Source: an optimization exercise on an open RTL-to-GDS flow (aim: small area and a short achievable clock period). Production flows keep margins and buffers that such runs may drop. RTL that was checked went through simulation tests only; none was proved equivalent to the original. The RTL of runs 1 to 3, 6 and 7 was laid out without a check of its function. Power figures rest on the tool's default switching activity, not on a simulated workload.

==> flow/config.mk <==
export PLATFORM = sky130hd
export DESIGN_NAME = pifo_reg
export DESIGN_NICKNAME = pifo_reg
export VERILOG_FILES = /design/flow/design.v
export SDC_FILE = /design/flow/constraint.sdc
export NUM_CORES = 4
export LEC_CHECK = 0
export CAP_MARGIN = 20
export CORE_MARGIN = 2
export CORE_UTILIZATION = 40
export SLEW_MARGIN = 20
==> flow/constraint.sdc <==
create_clock -name core_clock -period 16.0 [get_ports {clk}]
set_input_delay 3.2000 -clock core_clock [delete_from_list [all_inputs] [get_ports {clk}]]
set_output_delay 3.2000 -clock core_clock [all_outputs]
set_load 0.01 [all_outputs]
==> flow/design.v <==
`timescale 1ns/1ps
module pifo_reg
#(
    parameter L2_REG_WIDTH = 4,
    parameter RANK_WIDTH = 16,
    parameter META_WIDTH = 12
)
(
    input                       rst,
    input                       clk,
    output reg                  full,
    input                       insert,
    input [RANK_WIDTH-1:0]      rank_in,
    input [META_WIDTH-1:0]      meta_in,
    output reg                  valid_out,
    input                       remove,
    output [RANK_WIDTH-1:0]     rank_out,
    output [META_WIDTH-1:0]     meta_out,
    output reg                  max_valid_out,
    output [RANK_WIDTH-1:0]     max_rank_out,
    output [META_WIDTH-1:0]     max_meta_out,
    output reg [L2_REG_WIDTH:0] num_entries,
    output reg                  empty
);
    localparam N  = 2**L2_REG_WIDTH;
    localparam RW = RANK_WIDTH;
    localparam MW = META_WIDTH;
    localparam SW = L2_REG_WIDTH;
    localparam DW = RW + MW;            
    localparam EW = DW + SW;            
    function automatic gt_tree(input [RW-1:0] a, input [RW-1:0] b, input cin);
        reg [RW-1:0] g, e;
        integer w, k;
        begin
            g = a & ~b;
            e = ~(a ^ b);
            for (w = RW; w > 1; w = w / 2)
                for (k = 0; k < w / 2; k = k + 1) begin
                    g[k] = g[2*k+1] | (e[2*k+1] & g[2*k]);
                    e[k] = e[2*k+1] & e[2*k];
                end
            gt_tree = g[0] | (e[0] & cin);
        end
    endfunction
    reg [EW-1:0] ent [0:N-1];
    reg [DW-1:0] max_d;
    reg          op_ins, op_rep, op_rem;
    reg [DW-1:0] p_d;
    reg [N-1:0]  c;       
    reg          cm;      
    reg          insert_ltch;
    reg          calc_min_max;
    wire          op_any = op_ins | op_rep;
    wire [N-1:0]  ld   = {N{op_any}} & c & ~{c[N-2:0], 1'b0};
    wire [N-1:0]  up   = {N{op_any}} & {c[N-2:0], 1'b0};
    wire [N-1:0]  hold = ~(ld | up | {N{op_rem}});
    wire [SW-1:0] s_top    = ent[N-1][DW +: SW];
    wire [SW-1:0] new_slot = op_rep ? s_top : (num_entries[SW-1:0] - 1'b1);
    wire [EW-1:0] new_ent  = {new_slot, p_d};
    reg [EW-1:0] cur [0:N-1];
    reg [EW-1:0] nxt_up, nxt_dn;
    integer i;
    always @(*) begin
        for (i = 0; i < N; i = i + 1) begin
            nxt_up = (i > 0) ? ent[i-1] : {EW{1'b0}};
            if (i < N-1) begin
                nxt_dn = ent[i+1];
                nxt_dn[DW +: SW] = ent[i+1][DW +: SW] - (ent[i+1][DW +: SW] > ent[0][DW +: SW]);
            end else
                nxt_dn = {EW{1'b0}};
            cur[i] = ({EW{ld[i]}}   & new_ent)
                   | ({EW{up[i]}}   & nxt_up)
                   | ({EW{op_rem}}  & nxt_dn)
                   | ({EW{hold[i]}} & ent[i]);
        end
    end
    wire max_new = op_ins ? ~cm : (op_rep & c[N-1] & ~c[N-2]);
    wire max_sec = op_rep & c[N-2];
    wire max_keep = ~(max_new | max_sec);
    wire [DW-1:0] cur_max = ({DW{max_new}}  & p_d)
                          | ({DW{max_sec}}  & ent[N-2][DW-1:0])
                          | ({DW{max_keep}} & max_d);
    assign rank_out     = cur[0][RW-1:0];
    assign meta_out     = cur[0][RW +: MW];
    assign max_rank_out = cur_max[RW-1:0];
    assign max_meta_out = cur_max[RW +: MW];
    always @(posedge clk) begin
        for (i = 0; i < N; i = i + 1)
            ent[i] <= cur[i];
        max_d <= cur_max;
    end
    wire nz      = |num_entries;
    wire is_full = num_entries[SW];
    wire do_rem  = remove & nz;
    wire do_ins  = ~do_rem & (insert | insert_ltch);
    wire [SW-1:0] cs_top = cur[N-1][DW +: SW];
    wire          rep_ok = is_full & ~remove;
    wire [N-1:0]  c_in;
    genvar g;
    generate
        for (g = 0; g < N; g = g + 1) begin : cmp
            wire v  = num_entries > g;
            wire sg = rep_ok & (cur[g][DW +: SW] > cs_top);
            assign c_in[g] = ~v | gt_tree(cur[g][RW-1:0], rank_in, sg);
        end
    endgenerate
    wire cm_in = nz & gt_tree(cur_max[RW-1:0], rank_in, 1'b0);
    always @(posedge clk) begin
        if (insert) begin
            p_d <= {meta_in, rank_in};
            c   <= c_in;
            cm  <= cm_in;
        end else begin
            c   <= {1'b1, c[N-1:1]};
            cm  <= cm & nz;
        end
    end
    always @(posedge clk) begin
        if (rst) begin
            op_ins <= 1'b0;
            op_rep <= 1'b0;
            op_rem <= 1'b0;
        end else begin
            op_ins <= do_ins & ~is_full;
            op_rep <= do_ins & is_full;
            op_rem <= do_rem;
        end
    end
    always @(posedge clk) begin
        if (rst) begin
            valid_out <= 1'b0;
            max_valid_out <= 1'b0;
        end else begin
            if (insert | remove) begin
                valid_out <= 1'b0;
                max_valid_out <= 1'b0;
            end
            if (calc_min_max & nz) begin
                valid_out <= 1'b1;
                max_valid_out <= 1'b1;
            end
        end
    end
    always @(posedge clk) begin
        if (rst) begin
            num_entries <= 0;
            calc_min_max <= 0;
            insert_ltch <= 0;
            empty <= 1'b0;
            full <= 1'b0;
        end else begin
            calc_min_max <= 0;
            if (do_rem) begin
                if (num_entries == 1)
                    empty <= 1'b1;
                if (!insert)
                    full <= 1'b0;
                num_entries <= num_entries - 1'b1;
                calc_min_max <= 1;
                insert_ltch <= insert;
            end else if (do_ins) begin
                if (!is_full) begin
                    full <= (num_entries == N-1);
                    num_entries <= num_entries + 1'b1;
                end else
                    full <= 1'b1;
                empty <= 1'b0;
                calc_min_max <= 1;
                insert_ltch <= 0;
            end
        end
    end
endmodule
==> flow/run.sh <==
#!/bin/bash
# synth_recipe.tcl (not shown) runs the flow's synth.tcl, then flattens the netlist and writes it again
# the make line also repeats each setting of config.mk as NAME=value (left out here)
make -C /OpenROAD-flow-scripts/flow DESIGN_CONFIG=/design/flow/config.mk WORK_HOME=/design/flow/orfs CLKGATE_MAP_FILE= SYNTH_SCRIPT=/design/flow/synth_recipe.tcl finish
==> results.tsv, run 1 <==
stage	metric	value	unit
yosys	ys_seq_elements	598	
routing	totalWireLength	104000	um
yosys	synth.avg_cell_area	8.90	sq um
critical_path	critPathRequiredTime	12.80	ns
clocking	cts_setup_buffers	0	
critical_path	path_buf_inv	4	
yosys	synth_cell_type_count	78	
sta	period_share	0.424	
pwr	ir_drop	0.108	mV
routing	routed_via_density	6.12	
global_route	grt_pass1_wl	164000	um
global_route	grt_max_degree	82	
yosys	synthMuxAreaShare	0.000593	
run	cap_violations	0	
yosys	synth_compound_area_frac	0.239	
floorplan	start_util	0.404	
global_route	grt_pass1_vias	29072	
yosys	synth_top_family_by_area	compound AO/OA/AOI/OAI gates	
yosys	synthSimpleGateAreaFrac	0.165	
clocking	cts.clk_slew.worst_paths	0.06	ns
critical_path	arrival	3.59	ns
critical_path	crit_path_frequent_cell	buf_4	
sta	slew_viol_final	0	
yosys	netlist_area	33800	sq um
yosys	synth-edff-count	28	
critical_path	worst-setup-path-type	register to output port	
critical_path	endpoint_kind	output port	
yosys	yosysWarnings	3	
sta	slew_headroom	0.138	
critical_path	path_cells	or2_1 -> buf_4 -> and2_2 -> buf_4 -> nor2_2 -> buf_4 -> nand2_1 -> nand2_1 -> clkdlybuf4s50_1	
routing	drt_iter0_drc	4043	
yosys	ys_async_sr_fraction	0	
yosys	synth_top_area_share	0.338	
routing	vias	29722	
critical_path	cp_max_fo	64	
critical_path	critPathLaunchType	register	
cells_and_area	design_area	37600	sq um
cells_and_area	drive_above_1_share	0.0707	
critical_path	crit_family	buffers and inverters	
clocking	cts_root_buf	clkbuf_16	
run_status	outcome	no timing/DRC/antenna violations	
routing	drt.antenna.violating_nets	0	
sta	finalSetupViolCount	0	
cells_and_area	diodes	0	
clocking	clockBufferDepth	3	
clocking	cts_buffers	72	
cells_and_area	layout.nets	4178	
placed_design	gp_congestion	0.865	
floorplan	core_area	83600	sq um
yosys	synth_cells	3793	
floorplan	die_h	295	um
sta	hold_viol	0	
clocking	cts_tree	done	
floorplan	die_w	295	um
global_route	antenna_found_initial	1	
routing	first_pass_iters	13	
floorplan	die-area	86700	sq um
clocking	ctsHoldBuffers	0	
global_route	grt.total_usage	0.235	
routing	drc_errors	0	
clocking	cts_resized	0	
yosys	syn_nets	4250	
sta	clock_skew	0.0231	ns
clocking	clkSinkCount	598	
placed_design	hpwl	77600	um
clocking	htreeDepth	3	
sta	fin_crit	6.79	ns
placed_design	io_buffers	96	
sta	tns	0	ns
cells_and_area	synthToLayoutAreaGrowth	11.5	%
routing	wl_per_cell	21.5	um
floorplan	ioPinCount	97	
yosys	synth_seq_area_share	0.363	
sta	fmax	0.147	GHz
yosys	synth_top_cell_by_area	dfxtp_1	
yosys	synth_flop_cell	dfxtp_1	
critical_path	slowest_stage	dfxtp_1	
yosys	synthTopCellsByArea	dfxtp_1 (34%), ha_1 (16%), a222oi_1 (14%), nand2_1 (11%), edfxtp_1 (2.5%)	
sta	worstMarginPinSlew	1.26	ns
critical_path	slowest_delay	0.71	ns
pwr	power.density	224	nW/um^2
yosys	synth_xor_area_frac	0.00856	
floorplan	rows	106	
pwr	p_leak	17.2	nW
yosys	synth_adder_area_share	0.158	
placed_design	placed_area	35200	sq um
global_route	grt.overflow.total	0	
critical_path	reg2reg_slack	10.17	ns
sta	rsz0062_at_grt	no	
clocking	insertion_delay	0.62	ns
min_path	hold_path_class	register to register	
-- state kept, by name, summed over array words and instances, names as in the netlist --
name and flops:
max_valid_out 1, full 1, cm 1, calc_min_max 1
op_ins 1, c 16, max_d 28, num_entries 5
insert_ltch 1, ent 512, p_d 28, op_rep 1
empty 1, op_rem 1
-- per-layer routing --
layer	wire, um	part of all wire	vias to the layer above	global-route usage
li1	-	-	14366	-
met5	0	0	-	0
met2	53000	0.51	876	0.424
met1	43800	0.42	14264	0.292
met4	2590	0.025	0	0.0661
met3	5000	0.048	216	0.0276
-- path summary, 6_finish.rpt --
kind                 end  cells after the start        from
max          rank_out[3]                      9      op_rep
min           ent[5][23]                      2  ent[5][23]
max reg2reg         c[4]                     14      op_rem
min reg2reg   ent[5][23]                      2  ent[5][23]
-- cell families (layout without fill, tap and decap cells) --
kind of cell             Yosys count  in the layout
XOR/XNOR                          33             33
buffers and inverters            477            463
AO/OA/AOI/OAI                    960            960
flip-flops                       598            598
AND/OR/NAND/NOR                 1298           1298
adder cells (fa/ha/maj)          425            425
multiplexers                       2              2
-- Yosys cell counts (33+ instances only) --
library cell / number
a22oi_1: 47
a21o_1: 41
clkbuf_1: 171
dfxtp_1: 570
nor2b_1: 53
buf_6: 33
ha_1: 425
buf_2: 76
nand2_1: 996
o211ai_1: 36
a222oi_1: 464
nand4_1: 48
a21oi_1: 117
inv_1: 129
o21ai_0: 62
nor2_1: 70
-- per-stage QoR --
| stage | setup WS [ns] | hold WS, ns | util | cells | power, mW |
|---|---|---|---|---|---|
| final | 9.21 | 0.469 | 0.451 | 4859 | 8.44 |
| after global routing | 8.97 | 0.491 | 0.451 | 4859 | 9.14 |
| after CTS | 9.21 | 0.470 | 0.451 | 4859 | 8.46 |
| after detailed placement | 9.88 | 0.461 | 0.421 | 4727 | 6.74 |
| after global placement | 9.92 | 0.460 | 0.421 | 4727 | 6.68 |
| after floorplan | 10.99 | 0.435 | - | 3793 | 5.47 |
-- tightest hold or removal path, delay by kind of cell, from the launching register on --
kind,cells,cell delay [ns]
simple gates,2,0.10
flops,1,0.33
-- cells in the final DEF (no fill, tap or decap), drive strengths merged, types with 5 or more instances in the layout --
cell type,n
nor2b,56
and4,11
o21ai,74
o22ai,7
o2111ai,18
xnor2,16
and3,8
clkdlybuf4s50,95
nor3,24
a21o,41
nand2b,21
nand4,48
o211ai,36
o21a,15
and2,16
a211oi,20
a222oi,464
nor3b,8
a221oi,17
nand3,27
inv,140
clkbuf,110
a221o,16
edfxtp,28
xor2,17
nor2,70
a21oi,117
a211o,8
dfxtp,570
clkinv,14
ha,425
a22oi,47
nand2,996
a41oi,22
a31oi,8
buf,100
a2111oi,9
a311oi,5
-- report_power, final --
part	switching [mW]	internal, mW	total (mW)	leakage, nW
clock network	0.679	1.01	1.69	1.22
registers	0.582	2.10	2.69	4.98
logic	2.42	1.65	4.06	11.0
-- layout make-up --
type	instances	area (sq um)
fill	8042	45900
multi-input combinational	2718	19400
sequential	598	12300
clock buffer	110	2190
timing repair buffer	195	1700
tap	1080	1350
inverter	136	510
clock inverter	22	259
==> run 2, diff against run 1 <==
--- a/flow/config.mk
+++ b/flow/config.mk
@@ -6,6 +6,6 @@
 export NUM_CORES = 4
 export LEC_CHECK = 0
-export CAP_MARGIN = 20
+export CAP_MARGIN = 50
 export CORE_MARGIN = 2
-export CORE_UTILIZATION = 40
-export SLEW_MARGIN = 20
+export CORE_UTILIZATION = 55
+export SLEW_MARGIN = 70
==> run 2 against run 1 <==
Sequential cell count unchanged. Cell count is 5.5% lower. Global-route usage is 8.2 points higher. Die area fell by 27%. Fmax up 3.0%. Still clean. Non-clock buffer count increased by 41. Sequential power about the same. Cell area increased by 0.74%. Largest power group unchanged. Area after synthesis did not move. Via count grew 3.5%. Utilization is 18 points higher. First-iteration DRC count grew 0.47%.
==> results.tsv, run 2 <==
stage	metric	value	unit	change
critical_path	worst-setup-path-type	register to output port		unchanged
pwr	p_leak	17.4	nW	was 17.2 nW
critical_path	arrival	3.39	ns	was 3.59 ns
cells_and_area	drive_above_1_share	0.0859		was 0.0707
routing	drt.antenna.violating_nets	0		unchanged
critical_path	crit_path_frequent_cell	buf_16		was buf_4
sta	slew_headroom	0.679		was 0.138
critical_path	slowest_delay	0.54	ns	was 0.71 ns
placed_design	hpwl	77500	um	was 77,600 um
critical_path	slowest_stage	dfxtp_4		was dfxtp_1
clocking	cts_root_buf	clkbuf_16		unchanged
sta	rsz0062_at_grt	no		unchanged
routing	first_pass_iters	17		was 13
cells_and_area	largest_reg_flops	512		unchanged
clocking	htreeDepth	3		unchanged
cells_and_area	final_common_cell	nand2_1		unchanged
clocking	cts_tree	done		unchanged
run	cap_violations	0		unchanged
floorplan	start_util	0.558		was 0.404
critical_path	path_cells	buf_16 -> buf_16 -> buf_12 -> buf_16 -> buf_8 -> buf_12 -> a22oi_1 -> nand2_1 -> clkdlybuf4s50_1		was or2_1 -> buf_4 -> and2_2 -> buf_4 -> nor2_2 -> buf_4 -> nand2_1 -> nand2_1 -> clkdlybuf4s50_1
global_route	grt.overflow.total	0		unchanged
global_route	antenna_found_initial	1		unchanged
yosys	synth_top_area_share	0.338		unchanged
yosys	yosysWarnings	3		unchanged
cells_and_area	reg_top3	ent (512), max_d (28), p_d (28)		unchanged
critical_path	path_buf_inv	7		was 4
clocking	insertion_delay	0.61	ns	was 0.62 ns
cells_and_area	nFillCells	5032		was 8,042
yosys	synth.avg_cell_area	8.90	sq um	unchanged
clocking	clockBufferDepth	3		unchanged
pwr	finalPower	8.58	mW	was 8.44 mW
yosys	ys_async_sr_fraction	0		unchanged
critical_path	critPathRequiredTime	12.80	ns	about the same
global_route	grt_pass1_vias	30553		was 29,072
clocking	clkSinkCount	598		unchanged
cells_and_area	final_cell_mix	nand2_1 (995), dfxtp_1 (563), a222oi_1 (464)		was nand2_1 (996), dfxtp_1 (569), a222oi_1 (464)
yosys	netlist_area	33800	sq um	unchanged
sta	period_share	0.412		was 0.424
yosys	synth_top_cell_by_area	dfxtp_1		unchanged
clocking	cts.clk_slew.worst_paths	0.06	ns	about the same
routing	wl_per_cell	22.7	um	was 21.5 um
yosys	synthTopCellsByArea	dfxtp_1 (34%), ha_1 (16%), a222oi_1 (14%), nand2_1 (11%), edfxtp_1 (2.5%)		unchanged
yosys	synth-edff-count	28		unchanged
sta	worstMarginPinSlew	0.479	ns	was 1.26 ns
yosys	ys_seq_elements	598		unchanged
global_route	grt.total_usage	0.317		was 0.235
sta	finalSetupViolCount	0		unchanged
cells_and_area	final_core_util	0.627		was 0.451
min_path	hold_path_class	register to register		unchanged
yosys	synth.most_common_cell	nand2_1		unchanged
critical_path	cp_max_fo	63		was 64
yosys	synthTopCellsByCount	nand2_1 (996), dfxtp_1 (570), a222oi_1 (464), ha_1 (425), clkbuf_1 (171)		unchanged
critical_path	endpoint_kind	output port		unchanged
global_route	grt_max_degree	84		was 82
yosys	synth_cells	3793		unchanged
routing	vias	30776		was 29,722
placed_design	place_ws	10.14	ns	was 9.88 ns
yosys	synth_seq_area_share	0.363		unchanged
sta	tns	0	ns	unchanged
sta	fmax	0.152	GHz	was 0.147 GHz
pwr	power.density	226	nW/um^2	was 224 nW/um^2
routing	drc_errors	0		unchanged
critical_path	crit_family	buffers and inverters		unchanged
cells_and_area	regMostFlops	ent		unchanged
critical_path	critPathLaunchType	register		unchanged
run_status	outcome	no timing/DRC/antenna violations		unchanged
sta	fin_ws	9.41	ns	was 9.21 ns
cells_and_area	layout.nets	4216		was 4,178
clocking	ctsHoldBuffers	0		unchanged
clocking	cts_resized	0		unchanged
floorplan	die-area	63400	sq um	was 86,700 sq um
routing	drt_iter0_drc	4062		was 4,043
global_route	grt_pass1_wl	163000	um	was 164,000 um
floorplan	rows	90		was 106
yosys	synth_flop_cell	dfxtp_1		unchanged
floorplan	die_h	252	um	was 295 um
sta	hold_viol	0		unchanged
pwr	ir_drop	0.111	mV	was 0.108 mV
routing	totalWireLength	104000	um	about the same
placed_design	gp_congestion	0.891		was 0.865
yosys	syn_nets	4250		unchanged
sta	fin_crit	6.59	ns	was 6.79 ns
placed_design	io_buffers	96		unchanged
routing	routed_via_density	6.70		was 6.12
floorplan	core_area	60500	sq um	was 83,600 sq um
sta	slew_viol_final	0		unchanged
yosys	synth_cell_type_count	78		unchanged
floorplan	ioPinCount	97		unchanged
clocking	cts_setup_buffers	0		unchanged
clocking	cts_buffers	69		was 72
cells_and_area	synthToLayoutAreaGrowth	12.3	%	was 11.5%
sta	clock_skew	0.0156	ns	was 0.0231 ns
floorplan	die_w	252	um	was 295 um
## run 2: cells by family (layout without fill, tap and decap cells)
kind of cell               Yosys count  count (layout)  share of synthesized area
adders and majority gates          425             425                      0.158
AOI/OAI and AO/OA                  960             960                      0.239
DFF                                598             598                      0.363
and+or+nand+nor                   1298            1298                      0.165
other                                0               2                          0
xor gates and xnor gates            33              33                    0.00856
muxes                                2               2                   0.000593
buffers and inverters              477             492                     0.0665
## run 2: worst register-to-register path, cell delays in order (launching register included)
cell,delay [ns]
dfxtp_4,0.54
buf_16,0.21
buf_16,0.17
buf_12,0.20
buf_16,0.31
buf_16,0.31
nor2_2,0.13
buf_4,0.26
a222oi_1,0.28
clkdlybuf4s50_1,0.59
clkdlybuf4s25_1,0.31
clkdlybuf4s50_1,0.50
ha_1,0.25
o211ai_1,0.09
a21oi_1,0.12
nor4bb_2,0.41
o221ai_1,0.19
## run 2: per-layer routing
layer | track usage | up-vias | part of all wire
met5 | 0 | - | 0
met4 | 0.118 | 0 | 0.034
met3 | 0.0376 | 281 | 0.064
met2 | 0.556 | 1307 | 0.50
met1 | 0.399 | 14776 | 0.41
li1 | - | 14412 | -
## run 2: worst paths after layout
kind | start | depth (start not counted) | slack (ns) | endpoint
hold / removal | ent[3][24] | 2 | 0.46 | ent[3][24]
setup / recovery | op_rem | 9 | 9.41 | meta_out[5]
setup reg to reg | op_rem | 16 | 10.99 | c[14]
hold reg to reg | ent[3][24] | 2 | 0.46 | ent[3][24]
## run 2: layout make-up
class | count | area [sq um] | share of cell area
clock inverters | 18 | 218 | 0.00574
diodes | 2 | 5.00 | 0.000132
well taps | 782 | 978 | 0.0258
clock buffers | 102 | 2040 | 0.0539
repair buffers | 236 | 2310 | 0.0608
inverters | 136 | 523 | 0.0138
flip-flops and latches | 598 | 12300 | 0.323
multi-input cells | 2718 | 19600 | 0.516
## run 2: power breakdown
| group | internal, mW | switching [mW] | total (mW) |
|---|---|---|---|
| clock | 0.948 | 0.652 | 1.60 |
| combinational | 1.77 | 2.52 | 4.29 |
| sequential | 2.11 | 0.580 | 2.69 |
| total | 4.83 | 3.75 | 8.58 |
## run 2: per-stage QoR
step,instance area (sq um),hold WS (ns),instances
3_5_place_dp,35300,0.455,4457
2_1_floorplan,33800,0.435,3793
5_1_grt,37900,0.484,4590
4_1_cts,37500,0.466,4577
6_report,37900,0.465,4592
3_3_place_gp,34800,0.458,4421
==> run 3, diff against run 2 <==
==> flow/flow/run.sh (new file) <==
#!/bin/bash
# Standard ORFS layout, with timing repair aiming well below the clock period.
set -euo pipefail
bash standard.sh SETUP_SLACK_MARGIN=11 TNS_END_PERCENT=100 finish > standard_flow.log 2>&1
==> flow/standard.sh (new file) <==
#!/bin/bash
# synth_recipe.tcl (not shown) runs the flow's synth.tcl, then flattens the netlist and writes it again
# the make line also repeats each setting of config.mk as NAME=value (left out here)
make -C /OpenROAD-flow-scripts/flow DESIGN_CONFIG=/design/flow/config.mk WORK_HOME=/design/flow/orfs CLKGATE_MAP_FILE= SYNTH_SCRIPT=/design/flow/synth_recipe.tcl "${@:-finish}"
--- a/flow/config.mk
+++ b/flow/config.mk
@@ -6,6 +6,6 @@
 export NUM_CORES = 4
 export LEC_CHECK = 0
-export CAP_MARGIN = 50
+export CAP_MARGIN = 20
 export CORE_MARGIN = 2
-export CORE_UTILIZATION = 55
-export SLEW_MARGIN = 70
+export CORE_UTILIZATION = 40
+export SLEW_MARGIN = 20
removed: flow/run.sh
==> run 3 against run 2 <==
Still clean. Sequential cell count did not move. Clock skew rose by 0.012 ns. Cell count rose by 9.3%. Utilization fell by 15 points. First-iteration DRC count fell by 1.4%. Register-to-register slack got worse by 0.59 ns. Largest power group unchanged. Highest routed layer is now met5.
==> results.tsv, run 3 <==
stage	metric	value	unit	change
clocking	cts_tree	done		unchanged
yosys	synthMuxAreaShare	0.000593		unchanged
critical_path	reg2reg_slack	10.40	ns	was 10.99 ns
clocking	ctsHoldBuffers	0		unchanged
placed_design	hpwl	77000	um	was 77,500 um
sta	tns	0	ns	unchanged
routing	drt_iter0_drc	4007		was 4,062
yosys	synthSimpleGateAreaFrac	0.165		unchanged
pwr	p_leak	18.4	nW	was 17.4 nW
sta	slew_headroom	0.413		was 0.679
critical_path	critPathLaunchType	register		unchanged
clocking	cts_buffers	73		was 69
routing	wl_met3	5740	um	was 6630 um
yosys	yosysWarnings	3		unchanged
cells_and_area	final_core_util	0.477		was 0.627
yosys	synth_cells	3793		unchanged
yosys	synth-edff-count	28		unchanged
yosys	synth_adder_area_share	0.158		unchanged
floorplan	ioPinCount	97		unchanged
yosys	synth_seq_area_share	0.363		unchanged
routing	wl_met1	46400	um	was 42,300 um
yosys	synth.most_common_cell	nand2_1		unchanged
yosys	synthTopCellsByCount	nand2_1 (996), dfxtp_1 (570), a222oi_1 (464), ha_1 (425), clkbuf_1 (171)		unchanged
clocking	clkSinkCount	598		unchanged
cells_and_area	largest_reg_flops	512		unchanged
cells_and_area	reg_top3	ent (512), max_d (28), p_d (28)		unchanged
yosys	synth_top_cell_by_area	dfxtp_1		unchanged
clocking	cts.clk_slew.worst_paths	0.06	ns	about the same
run	cap_violations	0		unchanged
global_route	grt.total_usage	0.246		was 0.317
sta	fin_crit	5.60	ns	was 6.59 ns
routing	drc_errors	0		unchanged
critical_path	cp_max_fo	4		was 63
global_route	antenna_found_initial	2		was 1
cells_and_area	final_cell_mix	nand2_1 (941), dfxtp_1 (560), a222oi_1 (464)		was nand2_1 (995), dfxtp_1 (563), a222oi_1 (464)
placed_design	gp_congestion	0.858		was 0.891
yosys	ys_async_sr_fraction	0		unchanged
yosys	synth_top_family_by_area	compound AO/OA/AOI/OAI gates		unchanged
yosys	netlist_area	33800	sq um	unchanged
cells_and_area	synthToLayoutAreaGrowth	18.2	%	was 12.3%
placed_design	placed_area	35200	sq um	was 35,300 sq um
sta	fmax	0.179	GHz	was 0.152 GHz
critical_path	reg2reg_depth	42		was 16
floorplan	start_util	0.404		was 0.558
routing	topRoutingLayerUsed	met5		was met4
critical_path	worst-setup-path-type	register to register		was register to output port
sta	rsz0062_at_grt	yes		was no
sta	clock_skew	0.0272	ns	was 0.0156 ns
run_status	outcome	no timing/DRC/antenna violations		unchanged
yosys	ys_seq_elements	598		unchanged
yosys	synth_compound_area_frac	0.239		unchanged
placed_design	io_buffers	96		unchanged
critical_path	critPathRequiredTime	16.51	ns	was 12.80 ns
floorplan	die-area	86700	sq um	was 63,400 sq um
global_route	grt_pass1_wl	171000	um	was 163,000 um
floorplan	die_w	295	um	was 252 um
cells_and_area	diodes	0		was 2
clocking	clockBufferDepth	3		unchanged
yosys	synth_cell_type_count	78		unchanged
global_route	grt_pass1_vias	29769		was 30,553
critical_path	crit_path_frequent_cell	buf_4		was buf_16
routing	first_pass_iters	10		was 17
floorplan	core_area	83600	sq um	was 60,500 sq um
global_route	grt_max_degree	151		was 84
sta	hold_viol	0		unchanged
routing	wl_per_cell	22.0	um	was 22.7 um
routing	wl_met2	54800	um	was 51,600 um
global_route	grt.overflow.total	0		unchanged
critical_path	timing.rr.end	max_d[25]		was c[14]
critical_path	slowest_delay	0.36	ns	was 0.54 ns
critical_path	slowest_stage	dfxtp_4		unchanged
cells_and_area	layout.nets	4337		was 4,216
critical_path	reg2reg_from	op_rep		was op_rem
pwr	ir_drop	0.102	mV	was 0.111 mV
sta	period_share	0.350		was 0.412
critical_path	arrival	6.11	ns	was 3.39 ns
sta	worstMarginPinSlew	0.874	ns	was 0.479 ns
yosys	synth_xor_area_frac	0.00856		unchanged
critical_path	endpoint_kind	register		was output port
floorplan	rows	106		was 90
yosys	synthTopCellsByArea	dfxtp_1 (34%), ha_1 (16%), a222oi_1 (14%), nand2_1 (11%), edfxtp_1 (2.5%)		unchanged
floorplan	die_h	295	um	was 252 um
pwr	power.density	226	nW/um^2	about the same
routing	drt.antenna.violating_nets	0		unchanged
clocking	insertion_delay	0.63	ns	was 0.61 ns
routing	vias	30618		was 30,776
pwr	finalPower	9.01	mW	was 8.58 mW
cells_and_area	regMostFlops	ent		unchanged
yosys	synth.avg_cell_area	8.90	sq um	unchanged
yosys	syn_nets	4250		unchanged
cells_and_area	drive_above_1_share	0.148		was 0.0859
yosys	synth_flop_cell	dfxtp_1		unchanged
clocking	htreeDepth	3		unchanged
sta	finalSetupViolCount	0		unchanged
cells_and_area	design_area	39900	sq um	was 37,900 sq um
yosys	synth_top_area_share	0.338		unchanged
routing	routed_via_density	6.10		was 6.70
clocking	cts_root_buf	clkbuf_16		unchanged
routing	totalWireLength	110000	um	was 104,000 um
critical_path	worstSetupEndpoint	max_d[25]		was meta_out[5]
sta	slew_viol_final	0		unchanged
critical_path	critPathLaunch	op_rep		was op_rem
cells_and_area	nFillCells	7891		was 5,032
cells_and_area	final_common_cell	nand2_1		unchanged
min_path	hold_path_class	register to register		unchanged
==> run 3: cell types whose count changed in the layout (fill, tap and decap cells not counted), sizes merged, moves of 3 or more <==
cell           before  now
clkbuf            103  106
clkdlybuf4s15       0    3
clkinvlp            0    8
bufinv              4    8
clkdlybuf4s50      98   39
bufbuf              0    3
inv               138  132
clkinv             12   18
buf               135  306
==> run 3: worst min-delay path by stage <==
| stage | slack, ns | start | depth (start not counted) | end |
|---|---|---|---|---|
| after floorplan | 0.43 | ent[10][16] | 2 | ent[10][16] |
| after global placement | 0.46 | ent[1][18] | 2 | ent[1][18] |
| after detailed placement | 0.46 | ent[1][18] | 2 | ent[1][18] |
| after CTS | 0.47 | ent[1][18] | 2 | ent[1][18] |
| after global routing | 0.49 | ent[5][23] | 2 | ent[5][23] |
| final | 0.46 | ent[1][18] | 2 | ent[1][18] |
==> run 3: area by class of cell <==
cell class / count / area (sq um) / area share
Inverter: 136 / 532 / 0.0133
Multi-Input combinational cell: 2718 / 19800 / 0.498
Clock inverter: 30 / 412 / 0.0103
Clock buffer: 104 / 2090 / 0.0523
Tap cell: 1080 / 1350 / 0.0339
Timing Repair Buffer: 353 / 3390 / 0.0849
Sequential cell: 598 / 12300 / 0.308
==> run 3: timing repair <==
item | CTS | global route
cloned | 8 | 1
pin swaps | 17 | 26
setup endpoints to repair | 74 | 73
setup buffers | 130 | 26
gates resized for setup | 330 | 146
==> run 3: layer usage <==
layer  track usage  vias up
li1              -    14702
met1         0.312    14665
met2         0.431     1010
met3        0.0287      239
met4        0.0840        2
met5             0        -
==> run 3: critical path, delay by kind of cell (launching register included) <==
kind | cells | cell delay [ns]
AO/OA/AOI/OAI | 2 | 0.37
buffers and inverters | 39 | 4.57
flip-flops | 1 | 0.36
AND/OR/NAND/NOR | 1 | 0.15
==> run 3: report_power, final <==
group	leakage [nW]	internal, mW	total [mW]	switching, mW
clock network	1.22	1.04	1.74	0.691
registers	4.98	2.11	2.70	0.595
logic	12.2	1.97	4.57	2.60
==> run 3: per-stage QoR <==
stage	cells	setup slack, ns	hold slack, ns
final	5019	10.40	0.465
after CTS	4992	10.42	0.466
after global placement	4720	9.60	0.460
after floorplan	3793	11.04	0.435
after detailed placement	4720	9.55	0.458
after global routing	5019	10.27	0.490
==> run 3: kinds of logic after synthesis <==
logic type | count (synthesis)
buffers and inverters | 477
and+or+nand+nor | 1298
adders and majority gates | 425
muxes | 2
AOI/OAI and AO/OA | 960
xor gates and xnor gates | 33
DFF | 598
==> run 4, diff against run 3 <==
--- a/flow/design.v
+++ b/flow/design.v
@@ -45,17 +45,14 @@
     reg [EW-1:0] ent [0:N-1];
     reg [DW-1:0] max_d;
-    reg          op_ins, op_rep, op_rem;
     reg [DW-1:0] p_d;
+    reg [SW-1:0] p_slot;
     reg [N-1:0]  c;       
     reg          cm;      
+    reg [N-1:0]  ld, up, hold;
+    reg          op_rem;
+    reg          max_new, max_sec, max_keep;
     reg          insert_ltch;
     reg          calc_min_max;
-    wire          op_any = op_ins | op_rep;
-    wire [N-1:0]  ld   = {N{op_any}} & c & ~{c[N-2:0], 1'b0};
-    wire [N-1:0]  up   = {N{op_any}} & {c[N-2:0], 1'b0};
-    wire [N-1:0]  hold = ~(ld | up | {N{op_rem}});
-    wire [SW-1:0] s_top    = ent[N-1][DW +: SW];
-    wire [SW-1:0] new_slot = op_rep ? s_top : (num_entries[SW-1:0] - 1'b1);
-    wire [EW-1:0] new_ent  = {new_slot, p_d};
+    wire [EW-1:0] new_ent  = {p_slot, p_d};
     reg [EW-1:0] cur [0:N-1];
     reg [EW-1:0] nxt_up, nxt_dn;
@@ -75,7 +72,4 @@
         end
     end
-    wire max_new = op_ins ? ~cm : (op_rep & c[N-1] & ~c[N-2]);
-    wire max_sec = op_rep & c[N-2];
-    wire max_keep = ~(max_new | max_sec);
     wire [DW-1:0] cur_max = ({DW{max_new}}  & p_d)
                           | ({DW{max_sec}}  & ent[N-2][DW-1:0])
@@ -106,24 +100,25 @@
     endgenerate
     wire cm_in = nz & gt_tree(cur_max[RW-1:0], rank_in, 1'b0);
+    wire [N-1:0] c_nx  = insert ? c_in : {1'b1, c[N-1:1]};
+    wire         cm_nx = insert ? cm_in : (cm & nz);
+    wire         go_ins = do_ins & ~rst;
+    wire         go_rem = do_rem & ~rst;
+    wire [N-1:0] ld_nx  = {N{go_ins}} & c_nx & ~{c_nx[N-2:0], 1'b0};
+    wire [N-1:0] up_nx  = {N{go_ins}} & {c_nx[N-2:0], 1'b0};
+    wire mn_nx = go_ins & (is_full ? (c_nx[N-1] & ~c_nx[N-2]) : ~cm_nx);
+    wire ms_nx = go_ins & is_full & c_nx[N-2];
     always @(posedge clk) begin
-        if (insert) begin
+        if (insert)
             p_d <= {meta_in, rank_in};
-            c   <= c_in;
-            cm  <= cm_in;
-        end else begin
-            c   <= {1'b1, c[N-1:1]};
-            cm  <= cm & nz;
-        end
-    end
-    always @(posedge clk) begin
-        if (rst) begin
-            op_ins <= 1'b0;
-            op_rep <= 1'b0;
-            op_rem <= 1'b0;
-        end else begin
-            op_ins <= do_ins & ~is_full;
-            op_rep <= do_ins & is_full;
-            op_rem <= do_rem;
-        end
+        c  <= c_nx;
+        cm <= cm_nx;
+        p_slot   <= is_full ? cs_top : num_entries[SW-1:0];
+        ld       <= ld_nx;
+        up       <= up_nx;
+        hold     <= ~(ld_nx | up_nx | {N{go_rem}});
+        op_rem   <= go_rem;
+        max_new  <= mn_nx;
+        max_sec  <= ms_nx;
+        max_keep <= ~(mn_nx | ms_nx);
     end
     always @(posedge clk) begin
--- a/flow/config.mk
+++ b/flow/config.mk
@@ -6,4 +6,5 @@
 export NUM_CORES = 4
 export LEC_CHECK = 0
+export ABC_AREA = 1
 export CAP_MARGIN = 20
 export CORE_MARGIN = 2
==> run 4 against run 3 <==
Still clean. Cell count is 18% higher. Register-to-register slack better by 1.5 ns. Die area is 5.1% higher. Sequential power hardly changed. Power is 10% lower. Utilization is 0.28 points lower. Critical endpoint is now max_rank_out[10].
==> results.tsv, run 4 <==
stage	metric	value	unit	change
sta	fmax	0.192	GHz	was 0.179 GHz
yosys	synth_top_area_share	0.350		was 0.338
yosys	synthTopCellsByArea	dfxtp_1 (35%), ha_1 (15%), nand2_1 (7.7%), a21oi_1 (7.3%), o22ai_1 (6.6%)		was dfxtp_1 (34%), ha_1 (16%), a222oi_1 (14%), nand2_1 (11%), edfxtp_1 (2.5%)
yosys	synth.most_common_cell	nand2_1		unchanged
yosys	netlist_area	35500	sq um	was 33,800 sq um
pwr	ir_drop	0.0961	mV	was 0.102 mV
critical_path	slowest_delay	0.57	ns	was 0.36 ns
sta	hold_viol	0		unchanged
pwr	swShare	0.413		was 0.431
sta	fin_crit	5.22	ns	was 5.60 ns
critical_path	arrival	2.02	ns	was 6.11 ns
floorplan	start_util	0.403		was 0.404
clocking	cts_tree	done		unchanged
placed_design	hpwl	91900	um	was 77,000 um
yosys	synthSimpleGateAreaFrac	0.130		was 0.165
yosys	synthMuxAreaShare	0		was 0.000593
clocking	cts.clk_slew.worst_paths	0.06	ns	about the same
sta	finalSetupViolCount	0		unchanged
yosys	synth-edff-count	28		unchanged
yosys	yosysWarnings	3		unchanged
cells_and_area	reg_top3	ent (512), max_d (28), p_d (28)		unchanged
routing	routed_via_density	5.66		was 6.10
routing	wl_per_cell	21.3	um	was 22.0 um
critical_path	path_buf_inv	2		was 39
pwr	p_sw	3.35	mW	was 3.89 mW
critical_path	critPathLaunchType	register		unchanged
floorplan	ioPinCount	97		unchanged
cells_and_area	final_cell_mix	nand2_1 (716), dfxtp_1 (610), inv_1 (520)		was nand2_1 (941), dfxtp_1 (560), a222oi_1 (464)
pwr	power.density	194	nW/um^2	was 226 nW/um^2
routing	drc_errors	0		unchanged
sta	clock_skew	0.0193	ns	was 0.0272 ns
run_status	outcome	no timing/DRC/antenna violations		unchanged
routing	totalWireLength	126000	um	was 110,000 um
clocking	cts_root_buf	clkbuf_16		unchanged
global_route	grt_pass1_vias	32446		was 29,769
min_path	hold_path_class	register to register		unchanged
yosys	ys_async_sr_fraction	0		unchanged
critical_path	path_cells	buf_12 -> nand2_1 -> nand3_1 -> clkdlybuf4s50_1		
pwr	p_leak	18.2	nW	was 18.4 nW
clocking	clkSinkCount	648		was 598
placed_design	io_buffers	96		unchanged
sta	slew_viol_final	0		unchanged
pwr	power_frac_comb	0.448		was 0.507
floorplan	die-area	91100	sq um	was 86,700 sq um
yosys	synth_xor_area_frac	0.000493		was 0.00856
floorplan	core_area	88100	sq um	was 83,600 sq um
placed_design	place_ws	10.17	ns	was 9.55 ns
floorplan	die_w	302	um	was 295 um
placed_design	gp_congestion	0.884		was 0.858
yosys	synthTopCellsByCount	nand2_1 (725), dfxtp_1 (620), inv_1 (561), a21oi_1 (515), o21ai_0 (446)		was nand2_1 (996), dfxtp_1 (570), a222oi_1 (464), ha_1 (425), clkbuf_1 (171)
clocking	insertion_delay	0.64	ns	was 0.63 ns
clocking	cts_buffers	75		was 73
clocking	ctsHoldBuffers	0		unchanged
sta	tns	0	ns	unchanged
sta	slew_headroom	0.282		was 0.413
yosys	synth.avg_cell_area	7.74	sq um	was 8.90 sq um
critical_path	slowest_stage	clkdlybuf4s50_1		was dfxtp_4
yosys	synth_compound_area_frac	0.252		was 0.239
routing	drt_iter0_drc	2567		was 4,007
run	cap_violations	0		unchanged
cells_and_area	layout.nets	5150		was 4,337
global_route	grt.overflow.total	0		unchanged
sta	period_share	0.326		was 0.350
routing	first_pass_iters	5		was 10
yosys	synth_seq_area_share	0.373		was 0.363
sta	fin_ws	10.78	ns	was 10.40 ns
global_route	antenna_found_initial	2		unchanged
sta	worstMarginPinSlew	1.08	ns	was 0.874 ns
cells_and_area	largest_reg_flops	512		unchanged
pwr	clock_power_share	0.221		was 0.193
critical_path	critPathRequiredTime	12.80	ns	was 16.51 ns
cells_and_area	final_core_util	0.475		was 0.477
routing	vias	33497		was 30,618
placed_design	placed_area	37300	sq um	was 35,200 sq um
sta	rsz0062_at_grt	yes		unchanged
yosys	synth_cell_type_count	53		was 78
global_route	grt_max_degree	103		was 151
cells_and_area	drive_above_1_share	0.103		was 0.148
yosys	synth_top_cell_by_area	dfxtp_1		unchanged
cells_and_area	synthToLayoutAreaGrowth	17.8	%	was 18.2%
floorplan	die_h	302	um	was 295 um
floorplan	rows	109		was 106
critical_path	endpoint_kind	output port		was register
yosys	synth_flop_cell	dfxtp_1		unchanged
global_route	grt_pass1_wl	189000	um	was 171,000 um
clocking	htreeDepth	3		unchanged
pwr	p_int	4.76	mW	was 5.13 mW
yosys	ys_seq_elements	648		was 598
yosys	synth_top_family_by_area	compound AO/OA/AOI/OAI gates		unchanged
sta	hold-worst-slack	0.450	ns	was 0.465 ns
cells_and_area	design_area	41800	sq um	was 39,900 sq um
yosys	synth_adder_area_share	0.149		was 0.158
critical_path	cp_max_fo	14		was 4
routing	drt.antenna.violating_nets	0		unchanged
critical_path	crit_family	buffers and inverters		unchanged
cells_and_area	final_common_cell	nand2_1		unchanged
yosys	syn_nets	5041		was 4,250
pwr	p_seq_frac	0.330		was 0.300
global_route	grt.total_usage	0.269		was 0.246
yosys	synth_cells	4585		was 3,793
critical_path	worst-setup-path-type	register to output port		was register to register
cells_and_area	regMostFlops	ent		unchanged
clocking	clockBufferDepth	3		unchanged
[run 4: routing by layer]
metal	track usage	wire length, um	vias up
met5	0	0	-
met4	0.0919	4580	0
met3	0.0344	7780	218
met2	0.448	57700	1049
met1	0.359	55800	15950
li1	-	-	16280
[run 4: worst paths after layout]
| check | from | end | slack (ns) | cells past startpoint |
|---|---|---|---|---|
| setup / recovery | max_keep | max_rank_out[10] | 10.78 | 4 |
| hold / removal | calc_min_max | valid_out | 0.45 | 2 |
| setup reg to reg | ent[0][29] | hold[6] | 11.89 | 19 |
| hold reg to reg | calc_min_max | valid_out | 0.45 | 2 |
[run 4: kinds of logic (layout without fill, tap and decap cells)]
| logic type | after synthesis | in the layout |
|---|---|---|
| adders and majority gates | 424 | 424 |
| DFF | 648 | 648 |
| buffers and inverters | 852 | 1019 |
| xor gates and xnor gates | 2 | 2 |
| AOI/OAI and AO/OA | 1540 | 1540 |
| other | 0 | 3 |
| and+or+nand+nor | 1119 | 1119 |
[run 4: power groups by stage]
stage               logic (mW)  clock network [mW]  registers, mW
floorplan                 2.47                   0           2.56
global placement          3.33                   0           2.71
detailed placement        3.39                   0           2.71
CTS                       3.56                1.81           2.67
global route              4.13                1.88           2.75
finish                    3.64                1.80           2.68
[run 4: final cells by class]
cell class | instances | area, sq um
well taps | 1165 | 1460
multi-input cells | 3085 | 19200
clock buffers | 113 | 2230
repair buffers | 297 | 2990
clock inverters | 22 | 310
repair inverters | 2 | 17.5
flip-flops and latches | 648 | 13300
diodes | 3 | 7.51
inverters | 585 | 2370
fillers | 8690 | 46300
[run 4: worst min-delay path, cell delays in order, from the launching register on]
cell and delay (ns):
dfxtp_1 0.29, nand2_1 0.05, a21oi_1 0.05
[run 4: stage by stage]
stage / total power [mW] / instances
global placement: 6.04 / 5646
detailed placement: 6.10 / 5646
finish: 8.11 / 5920
global route: 8.76 / 5918
floorplan: 5.03 / 4585
CTS: 8.04 / 5902
[run 4: what timing repair did]
item	CTS	global route
setup endpoints to repair	92	96
hold endpoints to repair	0	0
cloned	6	1
resized for setup	220	78
buffers inserted	115	14
pin swaps	27	17
==> run 5, diff against run 4 <==
--- a/flow/config.mk
+++ b/flow/config.mk
@@ -6,5 +6,4 @@
 export NUM_CORES = 4
 export LEC_CHECK = 0
-export ABC_AREA = 1
 export CAP_MARGIN = 20
 export CORE_MARGIN = 2
==> run 5 against run 4 <==
Synthesized cell count down 18%. Clock skew is 0.0032 ns higher. Sequential power is 3% higher. Fmax barely moved. Non-clock buffer count up 187. Area after synthesis fell by 3.1%. Critical endpoint is now rank_out[15]. Highest routed layer unchanged. Utilization grew 2.8 points.
==> results.tsv, run 5 <==
stage	metric	value	unit	change
yosys	synth-edff-count	28		unchanged
routing	drc_errors	0		unchanged
cells_and_area	final_core_util	0.503		was 0.475
sta	hold_viol	0		unchanged
global_route	antenna_found_initial	1		was 2
floorplan	die_w	297	um	was 302 um
clocking	cts_buffers	76		was 75
yosys	synth_seq_area_share	0.385		was 0.373
sta	tns	0	ns	unchanged
cells_and_area	regMostFlops	ent		unchanged
global_route	grt_pass1_vias	31697		was 32,446
yosys	synth_cell_type_count	78		was 53
floorplan	rows	107		was 109
sta	slew_viol_final	0		unchanged
yosys	yosysWarnings	3		unchanged
critical_path	critPathLaunchType	register		unchanged
global_route	grt_pass1_wl	177000	um	was 189,000 um
run	cap_violations	0		unchanged
routing	vias	30993		was 33,497
sta	finalSetupViolCount	0		unchanged
global_route	grt.total_usage	0.248		was 0.269
clocking	clockBufferDepth	3		unchanged
sta	fmax	0.192	GHz	about the same
sta	slew_headroom	0.387		was 0.282
yosys	synth_flop_cell	dfxtp_1		unchanged
pwr	ir_drop	0.137	mV	was 0.0961 mV
yosys	synth_top_cell_by_area	dfxtp_1		unchanged
critical_path	cp_max_fo	4		was 14
cells_and_area	nFillCells	8179		was 8,690
min_path	hold_path_class	register to register		unchanged
clocking	cts_tree	done		unchanged
cells_and_area	final_common_cell	a22oi_1		was nand2_1
routing	first_pass_iters	6		was 5
sta	rsz0062_at_grt	yes		unchanged
routing	totalWireLength	114000	um	was 126,000 um
cells_and_area	drive_above_1_share	0.176		was 0.103
pwr	p_int	5.25	mW	was 4.76 mW
pwr	p_sw	3.66	mW	was 3.35 mW
yosys	synthTopCellsByArea	dfxtp_1 (36%), a22oi_1 (17%), ha_1 (15%), nand2_1 (5.3%), a222oi_1 (3.4%)		was dfxtp_1 (35%), ha_1 (15%), nand2_1 (7.7%), a21oi_1 (7.3%), o22ai_1 (6.6%)
sta	clock_skew	0.0224	ns	was 0.0193 ns
floorplan	die-area	88400	sq um	was 91,100 sq um
critical_path	worst-setup-path-type	register to output port		unchanged
cells_and_area	layout.nets	4455		was 5,150
clocking	cts_root_buf	clkbuf_16		unchanged
floorplan	die_h	297	um	was 302 um
sta	period_share	0.326		about the same
cells_and_area	final_cell_mix	a22oi_1 (787), dfxtp_1 (610), nand2_1 (486)		was nand2_1 (716), dfxtp_1 (610), inv_1 (520)
pwr	power.density	208	nW/um^2	was 194 nW/um^2
pwr	p_leak	19.2	nW	was 18.2 nW
run_status	outcome	no timing/DRC/antenna violations		unchanged
yosys	synth.most_common_cell	a22oi_1		was nand2_1
cells_and_area	synthToLayoutAreaGrowth	24.5	%	was 17.8%
routing	drt_iter0_drc	2735		was 2,567
critical_path	slowest_delay	0.38	ns	was 0.57 ns
yosys	ys_seq_elements	648		unchanged
cells_and_area	reg_top3	ent (512), max_d (28), p_d (28)		unchanged
clocking	insertion_delay	0.63	ns	was 0.64 ns
critical_path	arrival	2.02	ns	about the same
yosys	netlist_area	34400	sq um	was 35,500 sq um
yosys	ys_async_sr_fraction	0		unchanged
pwr	swShare	0.410		was 0.413
floorplan	ioPinCount	97		unchanged
cells_and_area	largest_reg_flops	512		unchanged
sta	hold-worst-slack	0.464	ns	was 0.450 ns
critical_path	slowest_stage	dfxtp_4		was clkdlybuf4s50_1
clocking	htreeDepth	3		unchanged
clocking	clkSinkCount	648		unchanged
critical_path	path_buf_inv	5		was 2
routing	drt.antenna.violating_nets	0		unchanged
sta	worstMarginPinSlew	0.919	ns	was 1.08 ns
critical_path	critPathRequiredTime	12.80	ns	about the same
sta	fin_crit	5.22	ns	about the same
yosys	synthTopCellsByCount	a22oi_1 (787), dfxtp_1 (620), nand2_1 (490), ha_1 (424), clkbuf_1 (271)		was nand2_1 (725), dfxtp_1 (620), inv_1 (561), a21oi_1 (515), o21ai_0 (446)
floorplan	core_area	85100	sq um	was 88,100 sq um
yosys	synth.avg_cell_area	9.17	sq um	was 7.74 sq um
placed_design	io_buffers	96		unchanged
yosys	syn_nets	4208		was 5,041
placed_design	hpwl	74200	um	was 91,900 um
yosys	synth_top_area_share	0.361		was 0.350
routing	wl_per_cell	21.9	um	was 21.3 um
yosys	synth_cells	3752		was 4,585
pwr	p_seq_frac	0.309		was 0.330
critical_path	crit_family	buffers and inverters		unchanged
critical_path	crit_path_frequent_cell	buf_6		
critical_path	endpoint_kind	output port		unchanged
routing	routed_via_density	5.95		was 5.66
pwr	power_frac_comb	0.491		was 0.448
global_route	grt_max_degree	119		was 103
critical_path	path_cells	buf_6 -> buf_16 -> a222oi_1 -> inv_1 -> buf_6 -> buf_6		was buf_12 -> nand2_1 -> nand3_1 -> clkdlybuf4s50_1
placed_design	gp_congestion	0.855		was 0.884
floorplan	start_util	0.404		was 0.403
pwr	clock_power_share	0.199		was 0.221
clocking	cts.clk_slew.worst_paths	0.06	ns	about the same
global_route	grt.overflow.total	0		unchanged
[run 5: cell count changes after synthesis, moves of 29 or more]
cell | before | now
a21oi_1 | 515 | 126
a221o_1 | 66 | 15
a222oi_1 | 0 | 117
a22oi_1 | 6 | 787
a41oi_1 | 0 | 29
clkbuf_1 | 194 | 271
inv_1 | 561 | 185
nand2_1 | 725 | 490
nand3_1 | 100 | 28
nor2_1 | 188 | 86
nor2b_1 | 0 | 32
o21ai_0 | 446 | 123
o22ai_1 | 377 | 10
[run 5: power by group through the flow]
stage	Clock [mW]	Sequential [mW]	Combinational, mW
2_1_floorplan	0	2.61	2.65
3_3_place_gp	0	2.79	3.51
3_5_place_dp	0	2.79	3.59
4_1_cts	1.81	2.75	4.05
5_1_grt	1.88	2.83	4.92
6_report	1.78	2.75	4.38
[run 5: cells by family (layout without fill, tap and decap cells)]
logic type / after synthesis / count (layout) / synth area share
xor gates and xnor gates: 32 / 32 / 0.00815
and+or+nand+nor: 777 / 777 / 0.0996
adders and majority gates: 424 / 424 / 0.154
buffers and inverters: 502 / 811 / 0.0587
AOI/OAI and AO/OA: 1368 / 1368 / 0.294
other: 0 / 1 / 0
DFF: 648 / 648 / 0.385
muxes: 1 / 1 / 0.000291
[run 5: final timing paths]
kind              startpoint           end  slack, ns  cells after the start
setup reg to reg     p_d[14]         ld[1]      10.99                     31
hold / removal     max_d[26]     max_d[26]       0.46                      2
hold reg to reg    max_d[26]     max_d[26]       0.46                      2
setup / recovery       ld[0]  rank_out[15]      10.78                      6
[run 5: area by class of cell]
| cell class | count | area, sq um | share of cell area |
|---|---|---|---|
| clock buffer | 118 | 2320 | 0.0543 |
| antenna | 1 | 2.50 | 0.0000584 |
| sequential | 648 | 13300 | 0.310 |
| timing repair buffer | 484 | 4810 | 0.112 |
| inverter | 187 | 763 | 0.0178 |
| tap | 1144 | 1430 | 0.0334 |
| clock inverter | 22 | 221 | 0.00517 |
| multi-input combinational | 2602 | 20000 | 0.467 |
[run 5: metal layers]
metal / routed length (um) / part of all wire / global-route usage
met5: 0 / 0 / 0
met4: 5730 / 0.050 / 0.117
met3: 4690 / 0.041 / 0.0283
met2: 55800 / 0.49 / 0.433
met1: 47600 / 0.42 / 0.305
[run 5: metrics by stage]
stage	std cells	worst slack, ns	instance area, sq um	total power, mW
5_1_grt	5205	10.66	42800	9.62
3_3_place_gp	4762	9.22	36400	6.30
3_5_place_dp	4762	9.14	36400	6.38
2_1_floorplan	3752	10.81	34700	5.26
6_report	5206	10.78	42800	8.91
4_1_cts	5169	10.79	41800	8.60
[run 5: worst reg2reg max path: cells and delay by family, from the launching register on]
family | cells | cell delay, ns
fa+ha+maj | 1 | 0.25
buf+inv | 23 | 2.65
flops | 1 | 0.40
compound gates | 3 | 0.71
simple gates | 4 | 0.91
[run 5: timing repair]
item	in CTS	in global routing
gates cloned	8	0
hold buffers	0	0
pin swaps	73	67
buffers inserted	259	36
setup endpoints to repair	127	100
gates resized for setup	393	190
==> run 6, diff against run 5 <==
--- a/flow/design.v
+++ b/flow/design.v
@@ -116,9 +116,9 @@
         ld       <= ld_nx;
         up       <= up_nx;
-        hold     <= ~(ld_nx | up_nx | {N{go_rem}});
+        hold     <= ~(({N{go_ins}} & c_nx) | {N{go_rem}});
         op_rem   <= go_rem;
         max_new  <= mn_nx;
         max_sec  <= ms_nx;
-        max_keep <= ~(mn_nx | ms_nx);
+        max_keep <= ~(go_ins & (is_full ? c_nx[N-1] : ~cm_nx));
     end
     always @(posedge clk) begin
--- a/flow/config.mk
+++ b/flow/config.mk
@@ -6,4 +6,5 @@
 export NUM_CORES = 4
 export LEC_CHECK = 0
+export ABC_AREA = 1
 export CAP_MARGIN = 20
 export CORE_MARGIN = 2
==> run 6 against run 5 <==
Area after synthesis increased by 2.9%. Hold slack worse by 0.011 ns. Critical path type unchanged. Die area increased by 2.8%. Sequential cell count is the same. Register-to-register slack gained 1.0 ns.
==> results.tsv, run 6 <==
stage	metric	value	unit	change
run	cap_violations	0		unchanged
sta	fmax	0.197	GHz	was 0.192 GHz
yosys	synth_top_cell_by_area	dfxtp_1		unchanged
cells_and_area	regMostFlops	ent		unchanged
sta	tns	0	ns	unchanged
yosys	yosysWarnings	3		unchanged
yosys	ys_async_sr_fraction	0		unchanged
floorplan	ioPinCount	97		unchanged
global_route	grt_max_degree	98		was 119
pwr	p_leak	18.6	nW	was 19.2 nW
sta	slew_viol_final	0		unchanged
sta	worstMarginPinSlew	1.15	ns	was 0.919 ns
yosys	synth-edff-count	28		unchanged
routing	routed_via_density	5.69		was 5.95
global_route	grt.total_usage	0.271		was 0.248
routing	totalWireLength	127000	um	was 114,000 um
critical_path	arrival	1.87	ns	was 2.02 ns
sta	hold_viol	0		unchanged
yosys	netlist_area	35400	sq um	was 34,400 sq um
yosys	synth_cells	4546		was 3,752
routing	wl_per_cell	21.6	um	was 21.9 um
yosys	synth_seq_area_share	0.374		was 0.385
yosys	synth_flop_cell	dfxtp_1		unchanged
placed_design	hpwl	90300	um	was 74,200 um
floorplan	die_w	301	um	was 297 um
cells_and_area	drive_above_1_share	0.106		was 0.176
routing	drt_iter0_drc	2750		was 2,735
critical_path	reg2reg_from	ent[0][29]		was p_d[14]
global_route	grt.overflow.total	0		unchanged
global_route	antenna_found_initial	3		was 1
critical_path	slowest_delay	0.40	ns	was 0.38 ns
sta	slew_headroom	0.228		was 0.387
run_status	outcome	no timing/DRC/antenna violations		unchanged
critical_path	timing.rr.end	ld[2]		was ld[1]
critical_path	critPathLaunchType	register		unchanged
sta	rsz0062_at_grt	yes		unchanged
placed_design	gp_congestion	0.901		was 0.855
global_route	grt_pass1_wl	190000	um	was 177,000 um
critical_path	crit_cells	7		was 6
sta	period_share	0.317		was 0.326
sta	fin_crit	5.07	ns	was 5.22 ns
cells_and_area	largest_reg_flops	512		unchanged
clocking	clkSinkCount	648		unchanged
clocking	insertion_delay	0.64	ns	was 0.63 ns
cells_and_area	nFillCells	8709		was 8,179
clocking	cts_buffers	75		was 76
critical_path	slowest_stage	dfxtp_4		unchanged
floorplan	core_area	88100	sq um	was 85,100 sq um
cells_and_area	final_cells	5896		was 5,206
clocking	cts_root_buf	clkbuf_16		unchanged
yosys	synthTopCellsByCount	nand2_1 (717), dfxtp_1 (620), a21oi_1 (555), inv_1 (551), o21ai_0 (473)		was a22oi_1 (787), dfxtp_1 (620), nand2_1 (490), ha_1 (424), clkbuf_1 (271)
clocking	cts_tree	done		unchanged
min_path	holdCritStartpoint	max_d[22]		was max_d[26]
cells_and_area	reg_top3	ent (512), max_d (28), p_d (28)		unchanged
cells_and_area	final_cell_mix	nand2_1 (701), dfxtp_1 (610), a21oi_1 (555)		was a22oi_1 (787), dfxtp_1 (610), nand2_1 (486)
critical_path	reg2reg_slack	11.99	ns	was 10.99 ns
routing	first_pass_iters	5		was 6
routing	drc_errors	0		unchanged
sta	finalSetupViolCount	0		unchanged
cells_and_area	layout.nets	5128		was 4,455
sta	clock_skew	0.0255	ns	was 0.0224 ns
global_route	grt_pass1_vias	32582		was 31,697
critical_path	cp_max_fo	5		was 4
min_path	hold_path_class	register to register		unchanged
pwr	power.density	197	nW/um^2	was 208 nW/um^2
critical_path	worst-setup-path-type	register to output port		unchanged
cells_and_area	final_common_cell	nand2_1		was a22oi_1
floorplan	die-area	90900	sq um	was 88,400 sq um
critical_path	critPathRequiredTime	12.80	ns	about the same
clocking	clockBufferDepth	3		unchanged
clocking	cts.clk_slew.worst_paths	0.06	ns	about the same
yosys	synth.most_common_cell	nand2_1		was a22oi_1
min_path	hold_depth	2		unchanged
placed_design	dp_cells	5601		was 4,762
critical_path	endpoint_kind	output port		unchanged
pwr	ir_drop	0.0918	mV	was 0.137 mV
cells_and_area	diodes	0		was 1
critical_path	path_buf_inv	5		unchanged
yosys	synth_top_area_share	0.351		was 0.361
floorplan	rows	109		was 107
routing	vias	33544		was 30,993
yosys	syn_nets	5002		was 4,208
yosys	synth.avg_cell_area	7.79	sq um	was 9.17 sq um
routing	drt.antenna.violating_nets	0		unchanged
clocking	htreeDepth	3		unchanged
critical_path	crit_path_frequent_cell	buf_12		was buf_6
floorplan	start_util	0.402		was 0.404
yosys	synth_cell_type_count	45		was 78
critical_path	path_cells	buf_12 -> buf_16 -> buf_12 -> nand2_2 -> o211ai_1 -> buf_4 -> buf_6		was buf_6 -> buf_16 -> a222oi_1 -> inv_1 -> buf_6 -> buf_6
min_path	hold_end	max_d[22]		was max_d[26]
critical_path	crit_family	buffers and inverters		unchanged
yosys	synthTopCellsByArea	dfxtp_1 (35%), ha_1 (15%), a21oi_1 (7.8%), nand2_1 (7.6%), o21ai_0 (6.7%)		was dfxtp_1 (36%), a22oi_1 (17%), ha_1 (15%), nand2_1 (5.3%), a222oi_1 (3.4%)
cells_and_area	synthToLayoutAreaGrowth	18.6	%	was 24.5%
yosys	ys_seq_elements	648		unchanged
critical_path	reg2reg_depth	20		was 31
floorplan	die_h	301	um	was 297 um
placed_design	io_buffers	96		unchanged
-- run 6: cell count changes in the layout (fill, tap and decap cells not counted), moves of 89 or more --
| cell | change |
|---|---|
| o22ai_1 | +361 |
| a222oi_1 | -117 |
| nand2_1 | +215 |
| inv_1 | +344 |
| buf_4 | -89 |
| a21oi_1 | +441 |
| a22oi_1 | -782 |
| o21ai_0 | +358 |
-- run 6: cells by family (layout without fill, tap and decap cells) --
kind of cell	after synthesis	in the layout	synth area share
flops	648	648	0.374
xor+xnor	3	3	0.000743
simple gates	1051	1051	0.122
compound gates	1583	1583	0.257
buf+inv	837	1022	0.0957
fa+ha+maj	424	424	0.150
-- run 6: worst min-delay path: cells and delay by family (launching register included) --
kind / cells / cell delay, ns
flip-flops: 1 / 0.30
AND/OR/NAND/NOR: 2 / 0.12
-- run 6: worst max-delay path by stage --
stage,slack (ns),from,to
final,10.93,op_rem,rank_out[1]
after global routing,10.86,ld[0],rank_out[4]
after CTS,10.81,ld[0],rank_out[0]
after detailed placement,10.02,op_rem,rank_out[3]
after global placement,9.98,op_rem,rank_out[3]
after floorplan,11.33,rank_in[15],hold[14]
-- run 6: where the power goes --
| part | switching, mW | internal, mW | leakage [nW] |
|---|---|---|---|
| clock | 0.733 | 1.04 | 1.25 |
| combinational | 2.27 | 1.49 | 11.9 |
| sequential | 0.418 | 2.32 | 5.46 |
-- run 6: routing by layer --
layer / routed length (um) / up-vias / global-route usage
met2: 58400 / 1069 / 0.450
met4: 5440 / 2 / 0.110
met3: 7110 / 234 / 0.0335
met5: 26 / - / 0
li1: - / 16243 / -
met1: 56200 / 15996 / 0.357
-- run 6: layout make-up --
cell class	count	area, sq um	area share
tap	1165	1460	0.0347
inverter	572	2310	0.0550
clock buffer	117	2310	0.0550
timing repair buffer	310	3290	0.0783
sequential	648	13300	0.316
clock inverter	19	208	0.00495
multi-input combinational	3061	19100	0.455
timing repair inverter	4	35.0	0.000835
-- run 6: metrics by stage --
step	utilization	area, sq um	power, mW	setup slack (ns)	hold slack, ns
final	0.476	42000	8.28	10.93	0.453
after global placement	0.420	37000	6.17	9.98	0.445
after floorplan	-	35400	5.20	11.33	0.419
after global routing	0.476	42000	8.95	10.86	0.477
after CTS	0.470	41400	8.16	10.81	0.460
after detailed placement	0.420	37000	6.26	10.02	0.448
-- run 6: timing repair --
item / CTS / global route
pin swaps: 12 / 30
buffers inserted: 118 / 27
cloned: 11 / 3
setup endpoints to repair: 108 / 104
hold buffers: 0 / 0
gates resized for setup: 270 / 102
==> run 7, diff against run 6 <==
--- a/flow/config.mk
+++ b/flow/config.mk
@@ -9,4 +9,5 @@
 export CAP_MARGIN = 20
 export CORE_MARGIN = 2
-export CORE_UTILIZATION = 40
+export CORE_UTILIZATION = 50
+export CTS_BUF_LIST = sky130_fd_sc_hd__clkbuf_4 sky130_fd_sc_hd__clkbuf_8
 export SLEW_MARGIN = 20
==> run 7 against run 6 <==
Cell area shrank 1.7%. Synthesized cell count is the same. Sequential share of layout area grew 0.59 points. Area after synthesis is the same. First-iteration DRC count shrank 10%. Critical path type unchanged. Highest routed layer is now met4.
==> results.tsv, run 7 <==
stage	metric	value	unit	change
pwr	p_leak	18.3	nW	was 18.6 nW
sta	clock_skew	0.0240	ns	was 0.0255 ns
clocking	cts_root_buf	clkbuf_8		was clkbuf_16
critical_path	endpoint_kind	output port		unchanged
critical_path	critPathLaunchType	register		unchanged
yosys	netlist_area	35400	sq um	unchanged
yosys	synth_cell_type_count	45		unchanged
routing	drc_errors	0		unchanged
clocking	clkSinkCount	648		unchanged
critical_path	reg2reg_slack	11.88	ns	was 11.99 ns
critical_path	timing.rr.end	ld[1]		was ld[2]
floorplan	core_area	70000	sq um	was 88,100 sq um
cells_and_area	final_core_util	0.589		was 0.476
floorplan	rows	97		was 109
clocking	htreeDepth	3		unchanged
sta	period_share	0.332		was 0.317
placed_design	gp_congestion	0.904		was 0.901
global_route	grt_max_degree	170		was 98
floorplan	die-area	72900	sq um	was 90,900 sq um
routing	wl_per_cell	21.5	um	was 21.6 um
critical_path	reg2reg_from	ent[0][29]		unchanged
critical_path	arrival	2.12	ns	was 1.87 ns
critical_path	critPathLaunch	ld[0]		was op_rem
min_path	hold_end	max_valid_out		was max_d[22]
yosys	ys_seq_elements	648		unchanged
routing	first_pass_iters	6		was 5
cells_and_area	final_cell_mix	nand2_1 (716), dfxtp_1 (609), a21oi_1 (555)		was nand2_1 (701), dfxtp_1 (610), a21oi_1 (555)
routing	drt_iter0_drc	2462		was 2,750
yosys	synth_flop_cell	dfxtp_1		unchanged
critical_path	worst-setup-path-type	register to output port		unchanged
sta	worstMarginPinSlew	1.20	ns	was 1.15 ns
yosys	synth-edff-count	28		unchanged
global_route	grt.total_usage	0.325		was 0.271
critical_path	reg2reg_depth	20		unchanged
yosys	synth_cells	4546		unchanged
cells_and_area	regMostFlops	ent		unchanged
pwr	ir_drop	0.0989	mV	was 0.0918 mV
yosys	synth.most_common_cell	nand2_1		unchanged
yosys	synth_seq_area_share	0.374		unchanged
cells_and_area	final_common_cell	nand2_1		unchanged
cells_and_area	synthToLayoutAreaGrowth	16.5	%	was 18.6%
run_status	outcome	no timing/DRC/antenna violations		unchanged
yosys	synth_top_area_share	0.351		unchanged
floorplan	ioPinCount	97		unchanged
pwr	power.density	199	nW/um^2	was 197 nW/um^2
routing	drt.antenna.violating_nets	0		unchanged
sta	slew_viol_final	0		unchanged
yosys	synth_top_cell_by_area	dfxtp_1		unchanged
sta	finalSetupViolCount	0		unchanged
## run 7: cell counts after synthesis
Identical to the previous run, type by type.
## run 7: kinds of logic after synthesis
| kind of cell | Yosys count | synth area share |
|---|---|---|
| fa+ha+maj | 424 | 0.150 |
| flops | 648 | 0.374 |
| buf+inv | 837 | 0.0957 |
| simple gates | 1051 | 0.122 |
| compound gates | 1583 | 0.257 |
| xor+xnor | 3 | 0.000743 |
## run 7: what timing repair did
| action | CTS | global route |
|---|---|---|
| setup endpoints to repair | 62 | 88 |
| buffers inserted | 92 | 28 |
| gates resized for setup | 302 | 50 |
| pin swaps | 18 | 8 |
| gates cloned | 5 | 2 |
## run 7: worst max path at each step
stage / end / slack (ns) / cells after the start
CTS: rank_out[9] / 10.67 / 6
detailed placement: hold[14] / 10.18 / 14
global route: rank_out[9] / 10.62 / 6
global placement: hold[14] / 10.27 / 14
floorplan: hold[14] / 11.33 / 13
finish: rank_out[9] / 10.68 / 6
## run 7: area by class of cell
type	count	area [sq um]
Antenna cell	1	2.50
Clock buffer	202	2500
Clock inverter	19	151
Fill cell	6605	28800
Inverter	572	2330
Multi-Input combinational cell	3061	19000
Sequential cell	648	13300
Tap cell	940	1180
Timing Repair Buffer	282	2750
Timing Repair inverter	3	31.3
## run 7: stage by stage
step                      total power, mW  setup WS, ns  cells  hold WS (ns)  area, sq um
final                                8.22         10.68   5728         0.447        41200
after global routing                 8.87         10.62   5728         0.480        41200
after CTS                            8.14         10.67   5697         0.453        40800
after detailed placement             6.28         10.18   5379         0.440        36800
after global placement               6.21         10.27   5379         0.442        36800
after floorplan                      5.20         11.33   4546         0.419        35400
## run 7: where the power goes
part	internal [mW]	switching, mW
clock	0.996	0.749
combinational	1.45	2.29
sequential	2.32	0.412
total	4.77	3.45
## run 7: critical path: stages (launching register included)
cell        delay, ns
dfxtp_4          0.36
buf_12           0.11
clkinvlp_4       0.12
buf_12           0.16
buf_16           0.15
o211ai_1         0.27
buf_2            0.19
## run 7: routing by layer
| metal | GRT usage | vias to the layer above | routed length (um) | share of wire |
|---|---|---|---|---|
| met5 | 0 | - | 0 | 0 |
| met1 | 0.426 | 15920 | 54200 | 0.44 |
| met4 | 0.113 | 0 | 4590 | 0.037 |
| met2 | 0.551 | 1011 | 57700 | 0.47 |
| met3 | 0.0393 | 245 | 6800 | 0.055 |
| li1 | - | 16292 | - | - |

Setup slack of run 7, layout unchanged: 10.680 ns with ideal ports, 10.615 ns with driving cells assumed (clock clkbuf_16, inputs buf_2), 10.348 ns with port delays also shifted by the 0.804 ns mid clock arrival.
